Context: an optimization exercise on an open-source flow, tuned for small area, a short achievable clock period and few clock cycles per item. The choices shown serve that exercise and are no tape-out recipe.
RTL that was checked went through simulation tests only; none was proved equivalent to the original.
The flow treats the clock pin as an ideal source, which a real chip does not have.

==> flow/design.v (excerpt) <==
module SNN(
	clk,
	rst_n,
	in_valid,
	img,
	ker,
	weight,
	out_valid,
	out_data
);
input clk;
input rst_n;
input in_valid;
input [7:0] img;
input [7:0] ker;
input [7:0] weight;
output reg out_valid;
output reg [9:0] out_data;
reg [6:0] cnt;
always @(posedge clk or negedge rst_n) begin
	if (!rst_n) cnt <= 7'd0;
	else if (cnt == 7'd76) cnt <= 7'd0;
	else if (in_valid || cnt != 7'd0) cnt <= cnt + 7'd1;
end
reg d_en0, d_en1, d_first, fc_psel, fc_add, fc_rot, di_en, di_k, di_first, di_final;
reg n_d_en0, n_d_en1, n_d_first, n_fc_psel, n_fc_add, n_fc_rot, n_di_en, n_di_k, n_di_first, n_di_final;
always @(*) begin
	{n_d_en0, n_d_en1, n_d_first, n_fc_psel, n_fc_add, n_fc_rot, n_di_en, n_di_k, n_di_first, n_di_final} = 10'd0;
	case (cnt)
		7'd15: {n_d_en0, n_d_en1, n_d_first, n_fc_psel, n_fc_add, n_fc_rot, n_di_en, n_di_k, n_di_first, n_di_final} = 10'b1010000000;
  ...
Size in the first run: roughly 2800 cells after synthesis, about 390 flip-flops, about 38 I/O pins, ~33000 um^2 of cells after synthesis.
Settings: LEC_CHECK=0, CAP_MARGIN=70, CORE_MARGIN=2, CORE_UTILIZATION=40, SLEW_MARGIN=85, SYNTH_HIERARCHICAL=1; clock period 25.0 ns.
standard.sh (not shown) runs the stock make flow with config.mk's settings and CLKGATE_MAP_FILE= SYNTH_SCRIPT=/design/flow/synth_recipe.tcl, a recipe that flattens the netlist after the stock synthesis.
==> flow/flow/run.sh <==
#!/bin/bash
set -o pipefail
cp standard.sh standard_sh.log
export BUFFER_PORTS_ARGS="-buffer_cell sky130_fd_sc_hd__buf_2"
bash standard.sh > standard.log 2>&1
Change:
--- a/flow/config.mk
+++ b/flow/config.mk
@@ -6,7 +6,7 @@
 export NUM_CORES = 4
 export LEC_CHECK = 0
-export CAP_MARGIN = 70
+export CAP_MARGIN = 20
 export CORE_MARGIN = 2
 export CORE_UTILIZATION = 40
-export SLEW_MARGIN = 85
+export SLEW_MARGIN = 20
 export SYNTH_HIERARCHICAL = 1
What happened: The new run ran to the end with no violations. Worst hold slack degrades by 0.0034 ns. Non-clock buffer count goes down by 265. Cell area goes down by a little under a tenth. Wire length goes down by a few percent.
Change:
--- a/flow/config.mk
+++ b/flow/config.mk
@@ -6,7 +6,7 @@
 export NUM_CORES = 4
 export LEC_CHECK = 0
-export CAP_MARGIN = 20
+export CAP_MARGIN = 40
 export CORE_MARGIN = 2
 export CORE_UTILIZATION = 40
-export SLEW_MARGIN = 20
+export SLEW_MARGIN = 60
 export SYNTH_HIERARCHICAL = 1
Final cell count barely changes.
Global-route usage stays flat.
Wire length is about the same.
Via count stays flat.
Core utilization went up by 0.16 points.
Worst setup slack gets better by 0.21 ns.
Critical path depth shrinks by 16.
Cell area rises by 0.36%.
Function was not checked in any run of this note: the RTL went through the layout flow alone.

---

Setup of P:
SNN, a different RTL version from the one above (not shown whole).
Size: about 38 I/O pins, about 32,000 um2 of cells after synthesis.
make LEC_CHECK=0 CAP_MARGIN=20 CORE_MARGIN=2 CORE_UTILIZATION=40 SLEW_MARGIN=20 SYNTH_HIERARCHICAL=1 finish   # period 25.0 ns
run.sh (not shown) runs the stock make flow with config.mk's settings and CLKGATE_MAP_FILE= SYNTH_SCRIPT=/design/flow/synth_recipe.tcl, a recipe that flattens the netlist after the stock synthesis.
Stock flow here: none of the scripts above is used.
Testbench counts of P, summed over its fixed seeds: cycles 9,984, items 128.
Relative to P, the following input files were edited for Q:
Settings: CORE_UTILIZATION: 40 -> 55; GPL_TIMING_DRIVEN: unset -> 0.
[summary]
Against P, Q comes in 40 ps lower on insertion delay of the later-clocked pin in the worst-skew pair.
Setup slack, Q and P: smaller value in Q
Final cell count for Q: 3.9% down relative to P
Final critical-path share of the clock period for Q: 2.5 points up relative to P
Changes in R relative to Q:
Settings: GPL_TIMING_DRIVEN no longer set, was 0; CORE_UTILIZATION now 40, was 55.
==> flow/flow/run.sh (new file) <==
#!/bin/bash
set -o pipefail
cp standard.sh standard_sh.log
export BUFFER_PORTS_ARGS="-buffer_cell sky130_fd_sc_hd__buf_2"
bash standard.sh > standard.log 2>&1
==> flow/standard.sh (new file) <==
#!/bin/bash
# synth_recipe.tcl (not shown) runs the flow's synth.tcl, then flattens the netlist and writes it again
# the make line also repeats each setting of config.mk as NAME=value (left out here)
make -C /OpenROAD-flow-scripts/flow DESIGN_CONFIG=/design/flow/config.mk WORK_HOME=/design/flow/orfs CLKGATE_MAP_FILE= SYNTH_SCRIPT=/design/flow/synth_recipe.tcl "${@:-finish}"
removed: flow/run.sh
Notes after the runs:
Final instance area in R is 220 um2 lower than in Q. In the flow results for R and Q, the setup slack is larger on R. Status | R and Q | clean. Q → R: minimum period implied by the final worst setup slack now sits lower; final antenna diode count now sits higher; sequential share of layout area now sits higher.

---

job 6509:
Another version of the RTL of SNN (not shown whole).
For scale: about 390 flip-flops, ~38 I/O pins.
Design SNN, start of the top module:
module SNN(
	clk,
	rst_n,
	in_valid,
	img,
	ker,
	weight,
	out_valid,
	out_data
);
Settings: LEC_CHECK=0, CAP_MARGIN=40, CORE_MARGIN=2, CORE_UTILIZATION=40, CTS_CLUSTER_DIAMETER=120, CTS_CLUSTER_SIZE=20, SLEW_MARGIN=60, SYNTH_HIERARCHICAL=1; clock period 25.0 ns.
standard.sh (not shown) runs the stock make flow with config.mk's settings and CLKGATE_MAP_FILE= SYNTH_SCRIPT=/design/flow/synth_recipe.tcl, a recipe that flattens the netlist after the stock synthesis.
==> flow/flow/run.sh <==
#!/bin/bash
set -o pipefail
cp standard.sh standard_sh.log
export BUFFER_PORTS_ARGS="-buffer_cell sky130_fd_sc_hd__buf_2"
bash standard.sh > standard.log 2>&1
Testbench counts of job 6509, summed over its fixed seeds: cycles 9,984, items 128.
Modified inputs, job 9328 compared to job 6509
-- flow/config.mk --
<<< job 6509, line 9
export CORE_MARGIN = 2
export CORE_UTILIZATION = 40
export CTS_CLUSTER_DIAMETER = 120
export CTS_CLUSTER_SIZE = 20
export SLEW_MARGIN = 60
>>> job 9328, line 9
export CORE_MARGIN = 2
export CORE_UTILIZATION = 65
export SLEW_MARGIN = 60
==> comparison <==
Job 9328 completed end to end with timing, DRC and antenna clean.
From job 6509 to job 9328, number of buffers inserted by port buffering did not move at all.
Comparing job 6509 and job 9328, layout filler cell count is higher on job 6509.
Routed wire length delta (job 9328 − job 6509): favourable
Status: area of the multi-input gates parity (job 9328, job 6509)
Sort job 6509 and job 9328 by layout buffer count excluding clock buffers asc -> top: job 9328
Looking at number of instances in the placed design across job 6509 and job 9328, the one that comes out higher is job 6509.
### job 9328 -> job 9699
==> flow/flow/run.sh <==
#!/bin/bash
set -eo pipefail
cp standard.sh standard_sh.log
export BUFFER_PORTS_ARGS="-buffer_cell sky130_fd_sc_hd__buf_2"
bash standard.sh cts > standard_cts.log 2>&1
ODB=$(ls orfs/results/*/SNN/base/4_cts.odb)
ODB=$ODB openroad -no_init -exit flow/unroot.tcl > unroot.log 2>&1
bash standard.sh finish > standard_finish.log 2>&1
==> flow/flow/unroot.tcl (new file) <==
# Drop the clock tree's root buffer: the clock port then drives the first
# level of the tree directly (it has only a few loads there).
set f $::env(ODB)
read_db $f
set block [ord::get_db_block]
set clk_bterm [$block findBTerm clk]
set clk_net [$clk_bterm getNet]
set loads {}
foreach it [$clk_net getITerms] { lappend loads $it }
if {[llength $loads] != 1} { puts "UNROOT: clock port has [llength $loads] loads, left as is"; exit 0 }
set root [[lindex $loads 0] getInst]
set master [[$root getMaster] getName]
if {![string match "sky130_fd_sc_hd__clkbuf_*" $master]} { puts "UNROOT: root is $master, left as is"; exit 0 }
set out_net ""
foreach it [$root getITerms] {
  if {[$it isOutputSignal]} { set out_net [$it getNet] }
}
set moved {}
foreach it [$out_net getITerms] {
  if {[$it getInst] != $root} { lappend moved $it }
}
if {[llength $moved] > 4} { puts "UNROOT: root drives [llength $moved] cells, left as is"; exit 0 }
foreach it $moved {
  $it disconnect
  $it connect $clk_net
}
puts "UNROOT: removed [$root getName] ($master), clock port now drives [llength $moved] cells"
odb::dbInst_destroy $root
odb::dbNet_destroy $out_net
write_db $f
-- flow/config.mk --
<<< job 9328, line 7
export LEC_CHECK = 0
export CAP_MARGIN = 40
export CORE_MARGIN = 2
export CORE_UTILIZATION = 65
export SLEW_MARGIN = 60
export SYNTH_HIERARCHICAL = 1
>>> job 9699, line 7
export LEC_CHECK = 0
export CAP_MARGIN = 20
export CORE_MARGIN = 2
export CORE_UTILIZATION = 40
export CTS_CLUSTER_DIAMETER = 120
export CTS_CLUSTER_SIZE = 20
export SLEW_MARGIN = 20
export SYNTH_HIERARCHICAL = 1
==> comparison <==
- Sequential share of layout area: job 9699 higher than job 9328
- Lower met3 capacity usage during global routing goes to job 9699 over job 9328.
- Job 9699 against job 9328: area taken by multi-input logic gates level; final design instance area without fill moved down; number of tap instances moved up; sequential cell count level.
- For count of clock-net buffers in the final layout, dividing the value from job 9328 by the value from job 9699 gives 1.5.
### job 9699 -> job 8550
==> flow/flow/run.sh <==
#!/bin/bash
set -o pipefail
cp standard.sh standard_sh.log
export BUFFER_PORTS_ARGS="-buffer_cell sky130_fd_sc_hd__buf_2"
bash standard.sh > standard.log 2>&1
==> flow/config.mk <==
export PLATFORM = sky130hd
export DESIGN_NAME = SNN
export DESIGN_NICKNAME = SNN
export VERILOG_FILES = /design/flow/design.v
export SDC_FILE = /design/flow/constraint.sdc
export NUM_CORES = 4
export LEC_CHECK = 0
export CAP_MARGIN = 40
export CORE_MARGIN = 2
export CORE_UTILIZATION = 65
export CTS_BUF_LIST = sky130_fd_sc_hd__clkbuf_8
export SLEW_MARGIN = 60
export SYNTH_HIERARCHICAL = 1
removed: flow/flow/unroot.tcl
Job 8550: full flow OK, the timing, DRC and antenna checks passed
Delta (job 8550 minus job 9699): depth of the CTS H-tree went up; post-route clock period utilization saw a decrease; met2 routing resource usage after global routing climbed 20 points.
Compared to job 9699, job 8550 has layout clock buffer count 100% higher.
Job 9699 reports its category of the most critical setup path as reg2reg while job 8550 reports reg2out.
When job 8550 is measured against job 9699, its area enclosed by the die boundary turns out 38% lower.
Between job 9699 and job 8550, the difference in total length of routed wires is negligible.
Setup changes, job 8550 to job 7691
-- flow/config.mk --
<<< job 8550, line 9
export CORE_MARGIN = 2
export CORE_UTILIZATION = 65
export CTS_BUF_LIST = sky130_fd_sc_hd__clkbuf_8
export SLEW_MARGIN = 60
>>> job 7691, line 9
export CORE_MARGIN = 2
export CORE_UTILIZATION = 40
export SLEW_MARGIN = 60
==> summary.txt <==
Number of antenna violations at the first check in global routing, job 7691 and job 8550: higher on job 7691. Sequential share of layout area: job 7691 vs job 8550 down 0.55 points. Global-route wire length before repair delta (job 8550 -> job 7691): insignificant.

-- port drivers added, routing unchanged --
Ports are ideal in the flow. The routed layouts listed here were re-timed in OpenROAD. Step 1 assumes that a clkbuf_16 drives the clock port and a buf_2 every other input. Step 2, shift: input delay + t, output delay - t, t = (earliest + latest rising clock arrival at the registers) / 2. This alone moves slack from input paths to output paths. Slacks: ideal ports / drivers / drivers and shift; pairs: ideal ports / drivers.
run | t, ns | setup WS [ns] | pins driven straight from the clock port
the first run of note 1 | 0.647 | 12.210 / 12.210 / 12.210 | 1
the second run of note 1 | 0.653 | 18.687 / 18.687 / 18.687 | 1
the third run of note 1 | 0.637 | 18.894 / 18.835 / 19.218 | 1
P | 0.665 | 18.379 / 18.340 / 18.379 | 1
Q | 0.626 | 17.754 / 17.754 / 17.754 | 1
R | 0.670 | 18.380 / 18.380 / 18.380 | 1
job 6509 | 0.643 | 18.910 / 18.850 / 19.142 | 1
job 9328 | 0.633 | 18.879 / 18.857 / 18.879 | 1
job 9699 | 0.523 | 18.684 / 18.684 / 18.684 | 2
job 8550 | 0.708 | 18.841 / 18.785 / 19.021 | 1
job 7691 | 0.643 | 18.897 / 18.837 / 19.154 | 1
After both steps every run listed still meets setup and hold.
